Background: an optimization exercise with open tools, aiming at small area and a short achievable clock period. Do not read the settings as production practice.
Function was checked by simulation only, so behaviour that the tests miss may differ from the original.
No activity file was given, so power comes from the tool's default toggle rates.

==> v23: inputs <==
## MyFloatAccum
module MyFloatAccum #(
   parameter DATA_W   = 32,
   parameter STRIDE_W = 16,
   parameter DELAY_W  = 7
) (
   input clk,
   input rst,
   input run,
   input running,
   input [STRIDE_W-1:0] strideMinusOne,
   input [DATA_W-1:0] in0,
   (* versat_latency = 4 *) output reg [31:0] out0,
   input [DELAY_W-1:0] delay0
);
export LEC_CHECK = 0
export CAP_MARGIN = 20
export CORE_MARGIN = 2
export CORE_UTILIZATION = 55
export SLEW_MARGIN = 20
create_clock -name core_clock -period 12.0 [get_ports {clk}]
standard.sh (not shown) runs the stock make flow with config.mk's settings and CLKGATE_MAP_FILE= SYNTH_SCRIPT=/design/flow/synth_recipe.tcl, a recipe that flattens the netlist after the stock synthesis.
==> flow/flow/run.sh <==
#!/bin/bash
set -o pipefail
cp standard.sh standard_sh_copy.log
export SETUP_SLACK_MARGIN=6.5
bash standard.sh > standard.log 2>&1
==> v15: changes against v23 <==
==> flow/design.v (replaced) <==
`timescale 1ns / 1ps
module clz #(
   parameter LOG_W = 8
) (
   input  [(1<<LOG_W)-1:0] data_i,
   output                  valid_o,
   output [   LOG_W-1:0]   pos_o
);
   localparam W = 1 << LOG_W;
   wire [W-1:0] v[0:LOG_W];
   wire [W*LOG_W-1:0] p[0:LOG_W];
   assign v[0] = data_i;
   assign p[0] = 0;
   genvar l, g;
   generate
      for (l = 1; l <= LOG_W; l = l + 1) begin : lvl
         for (g = 0; g < (W >> l); g = g + 1) begin : grp
            wire vh = v[l-1][2*g+1];
            wire vl = v[l-1][2*g];
            wire [LOG_W-1:0] ph = p[l-1][(2*g+1)*LOG_W+:LOG_W];
            wire [LOG_W-1:0] pl = p[l-1][(2*g)*LOG_W+:LOG_W];
            assign v[l][g] = vh | vl;
            assign p[l][g*LOG_W+:LOG_W] = vh ? (ph | (1 << (l - 1))) : pl;
         end
         assign v[l][W-1:(W>>l)] = 0;
         assign p[l][W*LOG_W-1:(W>>l)*LOG_W] = 0;
      end
   endgenerate
   assign valid_o = v[LOG_W][0];
   assign pos_o   = p[LOG_W][LOG_W-1:0];
endmodule
module ctz #(
   parameter LOG_W = 9
) (
   input  [(1<<LOG_W)-1:0] data_i,
   output                  valid_o,
   output [   LOG_W-1:0]   pos_o
);
   localparam W = 1 << LOG_W;
   wire [W-1:0] v[0:LOG_W];
   wire [W*LOG_W-1:0] p[0:LOG_W];
   assign v[0] = data_i;
   assign p[0] = 0;
   genvar l, g;
   generate
      for (l = 1; l <= LOG_W; l = l + 1) begin : lvl
         for (g = 0; g < (W >> l); g = g + 1) begin : grp
            wire vh = v[l-1][2*g+1];
            wire vl = v[l-1][2*g];
            wire [LOG_W-1:0] ph = p[l-1][(2*g+1)*LOG_W+:LOG_W];
            wire [LOG_W-1:0] pl = p[l-1][(2*g)*LOG_W+:LOG_W];
            assign v[l][g] = vh | vl;
            assign p[l][g*LOG_W+:LOG_W] = vl ? pl : (ph | (1 << (l - 1)));
         end
         assign v[l][W-1:(W>>l)] = 0;
         assign p[l][W*LOG_W-1:(W>>l)*LOG_W] = 0;
      end
   endgenerate
   assign valid_o = v[LOG_W][0];
   assign pos_o   = p[LOG_W][LOG_W-1:0];
endmodule
`timescale 1ns / 1ps
module FloatToLargeInteger (
   input  [31:0] in_i,
   output [55:0] win_o,
   output [ 7:0] selLo_o,
   output [ 8:1] selHi_o,
   output [ 8:2] selFill_o
);
   wire [ 7:0] exponent = in_i[30:23];
   wire [23:0] mantissa = {(|exponent), in_i[22:0]};
   wire        sign     = in_i[31];
   wire [24:0] smant    = sign ? -{1'b0, mantissa} : {1'b0, mantissa};
   wire        fill     = smant[24];
   wire [ 2:0] seg      = exponent[7:5];
   assign win_o = {{31{fill}}, smant} << exponent[4:0];
   genvar m;
   generate
      for (m = 0; m <= 8; m = m + 1) begin : gen_sel
         if (m <= 7) begin : gen_lo
            assign selLo_o[m] = (seg == m);
         end
         if (m >= 1) begin : gen_hi
            assign selHi_o[m] = (seg == m - 1);
         end
         if (m >= 2) begin : gen_fill
            assign selFill_o[m] = fill & (seg < m - 1);
         end
      end
   endgenerate
endmodule   
module FloatToLargeIntegerPlace (
   input      [ 55:0] win_i,
   input      [  7:0] selLo_i,
   input      [  8:1] selHi_i,
   input      [  8:2] selFill_i,
   output reg [278:0] out_o
);
   wire [63:0] winx = {{8{win_i[55]}}, win_i};
   integer j, m, t;
   always @* begin
      for (j = 0; j < 279; j = j + 1) begin
         m = j / 32;
         t = j % 32;
         out_o[j] = 1'b0;
         if (m <= 7) out_o[j] = out_o[j] | (selLo_i[m] & winx[t]);
         if (m >= 1) out_o[j] = out_o[j] | (selHi_i[m] & winx[32+t]);
         if (m >= 2) out_o[j] = out_o[j] | selFill_i[m];
      end
   end
endmodule   
`timescale 1ns / 1ps
/*verilator lint_off WIDTH*/
module MyFloatAccum #(
   parameter DATA_W   = 32,
   parameter STRIDE_W = 16,
   parameter DELAY_W  = 7
) (
   input clk,
   input rst,
   input run,
   input running,
   input [STRIDE_W-1:0] strideMinusOne,
   input [DATA_W-1:0] in0,
   (* versat_latency = 4 *) output reg [31:0] out0,
   input [DELAY_W-1:0] delay0
);
   localparam CNT_W = (STRIDE_W > DELAY_W) ? STRIDE_W : DELAY_W;
   reg [CNT_W-1:0] delay;
   always @(posedge clk, posedge rst) begin
      if (rst) begin
         delay <= 0;
      end else if (run) begin
         delay <= delay0;
      end else if (|delay) begin
         delay <= delay - 1;
      end else begin
         delay <= strideMinusOne;
      end
   end
   wire [55:0] win0;
   wire [ 7:0] selLo;
   wire [ 8:1] selHi;
   wire [ 8:2] selFill;
   FloatToLargeInteger conv (
      .in_i     (in0),
      .win_o    (win0),
      .selLo_o  (selLo),
      .selHi_o  (selHi),
      .selFill_o(selFill)
   );
   reg  [55:0] win0_reg;
   reg  [ 7:0] selLo_reg;
   reg  [ 8:1] selHi_reg;
   reg  [ 8:2] selFill_reg;
   reg         doAccum_2;
   always @(posedge clk, posedge rst) begin
      if (rst) begin
         doAccum_2   <= 0;
         win0_reg    <= 0;
         selLo_reg   <= 0;
         selHi_reg   <= 0;
         selFill_reg <= 0;
      end else if (running) begin
         doAccum_2   <= (delay == 0);
         win0_reg    <= win0;
         selLo_reg   <= selLo;
         selHi_reg   <= selHi;
         selFill_reg <= selFill;
      end
   end
   wire [278:0] addend;
   FloatToLargeIntegerPlace place (
      .win_i    (win0_reg),
      .selLo_i  (selLo_reg),
      .selHi_i  (selHi_reg),
      .selFill_i(selFill_reg),
      .out_o    (addend)
   );
   reg          accumZero;
   always @(posedge clk, posedge rst) begin
      if (rst) begin
         accumZero <= 1'b1;
      end else begin
         accumZero <= 1'b0;
      end
   end
   reg  [278:0] accum;
   wire [278:0] sum;
   add279 adder (
      .a_i (((doAccum_2 | accumZero) ? 279'd0 : accum)),
      .b_i (addend),
      .en_i(doAccum_2 | running),
      .y_o (sum)
   );
   always @(posedge clk) begin
      accum <= sum;
   end
   wire         sign = accum[278];
   wire [278:0] y = accum ^ {279{sign}};
   wire         hiValid;
   wire [  7:0] hiPos;
   clz #(
      .LOG_W(8)
   ) countHi (
      .data_i (y[278:23]),
      .valid_o(hiValid),
      .pos_o  (hiPos)
   );
   reg  [  4:0] loPos;
   reg          loValid;
   integer i;
   always @* begin
      loPos   = 0;
      loValid = 0;
      for (i = 0; i < 23; i = i + 1) begin
         if (y[i]) begin
            loPos   = i;
            loValid = 1;
         end
      end
   end
   wire [277:0] sh0 = y[277:0];
   wire [149:0] sh7 = hiPos[7] ? sh0[128+:150] : sh0[0+:150];
   wire [ 85:0] sh6 = hiPos[6] ? sh7[64+:86] : sh7[0+:86];
   wire [ 53:0] sh5 = hiPos[5] ? sh6[32+:54] : sh6[0+:54];
   wire [  2:0] onesHi = {&sh0[127:0], &sh7[63:0], &sh6[31:0]};
   wire         carryHi = sign & (&(onesHi | ~hiPos[7:5]));
   wire [ 22:0] yLo = y[22:0];
   wire         carryLo = sign & ~|(yLo & (yLo + 23'd1));
   wire [  7:0] expo = hiValid ? hiPos : loValid ? (8'd233 + loPos) : sign ? 8'd232 : 8'd0;
   reg          sign_reg;
   reg          small_reg;
   reg          carry_reg;
   reg  [  7:0] expo_reg;
   reg  [ 53:0] sh5_reg;
   always @(posedge clk, posedge rst) begin
      if (rst) begin
         sign_reg  <= 0;
         small_reg <= 0;
         carry_reg <= 0;
         expo_reg  <= 0;
         sh5_reg   <= 0;
      end else if (running) begin
         sign_reg  <= sign & ~accumZero;
         small_reg <= ~hiValid | accumZero;
         carry_reg <= (hiValid ? carryHi : carryLo) & ~accumZero;
         expo_reg  <= accumZero ? 8'd0 : expo;
         sh5_reg   <= sh5;
      end
   end
   wire [ 37:0] sh4 = expo_reg[4] ? sh5_reg[16+:38] : sh5_reg[0+:38];
   wire [ 29:0] sh3 = expo_reg[3] ? sh4[8+:30] : sh4[0+:30];
   wire [ 25:0] sh2 = expo_reg[2] ? sh3[4+:26] : sh3[0+:26];
   wire [ 23:0] sh1 = expo_reg[1] ? sh2[2+:24] : sh2[0+:24];
   wire [ 22:0] win = expo_reg[0] ? sh1[1+:23] : sh1[0+:23];
   wire [  4:0] onesLo = {&sh5_reg[15:0], &sh4[7:0], &sh3[3:0], &sh2[1:0], sh1[0]};
   wire         carry = carry_reg & (small_reg | (&(onesLo | ~expo_reg[4:0])));
   wire [ 23:0] mantSum = {1'b0, win} + carry;
   wire         expInc = small_reg ? carry : mantSum[23];
   always @(posedge clk, posedge rst) begin
      if (rst) begin
         out0 <= 0;
      end else if (running) begin
         out0 <= {sign_reg, expo_reg + expInc, small_reg ? 23'd0 : mantSum[22:0]};
      end
   end
endmodule
module add279 (
   input  [278:0] a_i,
   input  [278:0] b_i,
   input          en_i,
   output [278:0] y_o
);
   localparam N = 279;
   reg [N-1:0] g, p, G, P;
   integer i, l;
   always @* begin
      g = a_i & b_i;
      p = a_i ^ b_i;
      G = g;
      P = p;
      for (l = 0; l < 9; l = l + 1) begin
         for (i = 0; i < N; i = i + 1) begin
            if (i & (1 << l)) begin
               G[i] = G[i] | (P[i] & G[((i>>l)<<l)-1]);
               P[i] = P[i] & P[((i>>l)<<l)-1];
            end
         end
      end
   end
   assign y_o = a_i ^ ({N{en_i}} & (b_i ^ {G[N-2:0], 1'b0}));
endmodule
==> flow/run.sh (new file) <==
#!/bin/bash
# synth_recipe.tcl (not shown) runs the flow's synth.tcl, then flattens the netlist and writes it again
# the make line also repeats each setting of config.mk as NAME=value (left out here)
make -C /OpenROAD-flow-scripts/flow DESIGN_CONFIG=/design/flow/config.mk WORK_HOME=/design/flow/orfs CLKGATE_MAP_FILE= SYNTH_SCRIPT=/design/flow/synth_recipe.tcl finish
- SETUP_SLACK_MARGIN: default -> 5
removed: flow/flow/run.sh
removed: flow/standard.sh
==> comparison table <==
metric	v23	v15
Yosys reg bits	471	465
Wire length after detailed routing	221000 um	230000 um
Place WS	5.83 ns	5.17 ns
Post CTS Setup Buffer Count	4	0
CTS Buf Count	60	58
Starting DRT DRC Count	7681	8271
Total internal power	7.06 mW	4.77 mW
Area taken by flip-flops and latches	10400 um2	10300 um2
Setup crit start	win0_reg[50]	accum[278]
Worst-case headroom to the max-slew limit	13.0%	9.94%
Run status	complete, no violations	complete, no violations
Simple-gate share of the synthesized area	23.8%	23.9%
Source of the worst hold timing path	out0[2]	win0_reg[16]
Crit path buf inv count	1	3

-- static timing again, ports no longer ideal --
The flow's constraints put no driver on any port. The routed layouts listed below were extracted and timed again, unchanged, in two steps. Step 1: set_driving_cell puts a clkbuf_16 on clk and a buf_2 on each other input, an assumption about the parent block. Step 2 moves the port delays by t, midway between the first and last clock arrival at a register: inputs arrive t later, outputs are due t later. That takes back most of the time a late clock gives input paths. a / b / c = ideal / step 1 / step 2; a / b = the first two.
run | shift t [ns] | slack for setup (ns) | hold slack, ns | worst slew at a driven data input, ns | cell pins on the clock port's net
v23 | 0.776 | 6.529 / 6.529 / 6.488 | 0.486 / 0.486 / 0.486 | 0.07 | 1
v15 | 0.760 | 5.118 / 5.118 / 5.118 | 0.476 / 0.476 / 0.476 | 0.04 | 1
After both steps every run listed still meets setup and hold. For v23, which loses most, drivers alone change the setup slack by 0.000 ns; drivers and shift together by -0.041 ns.
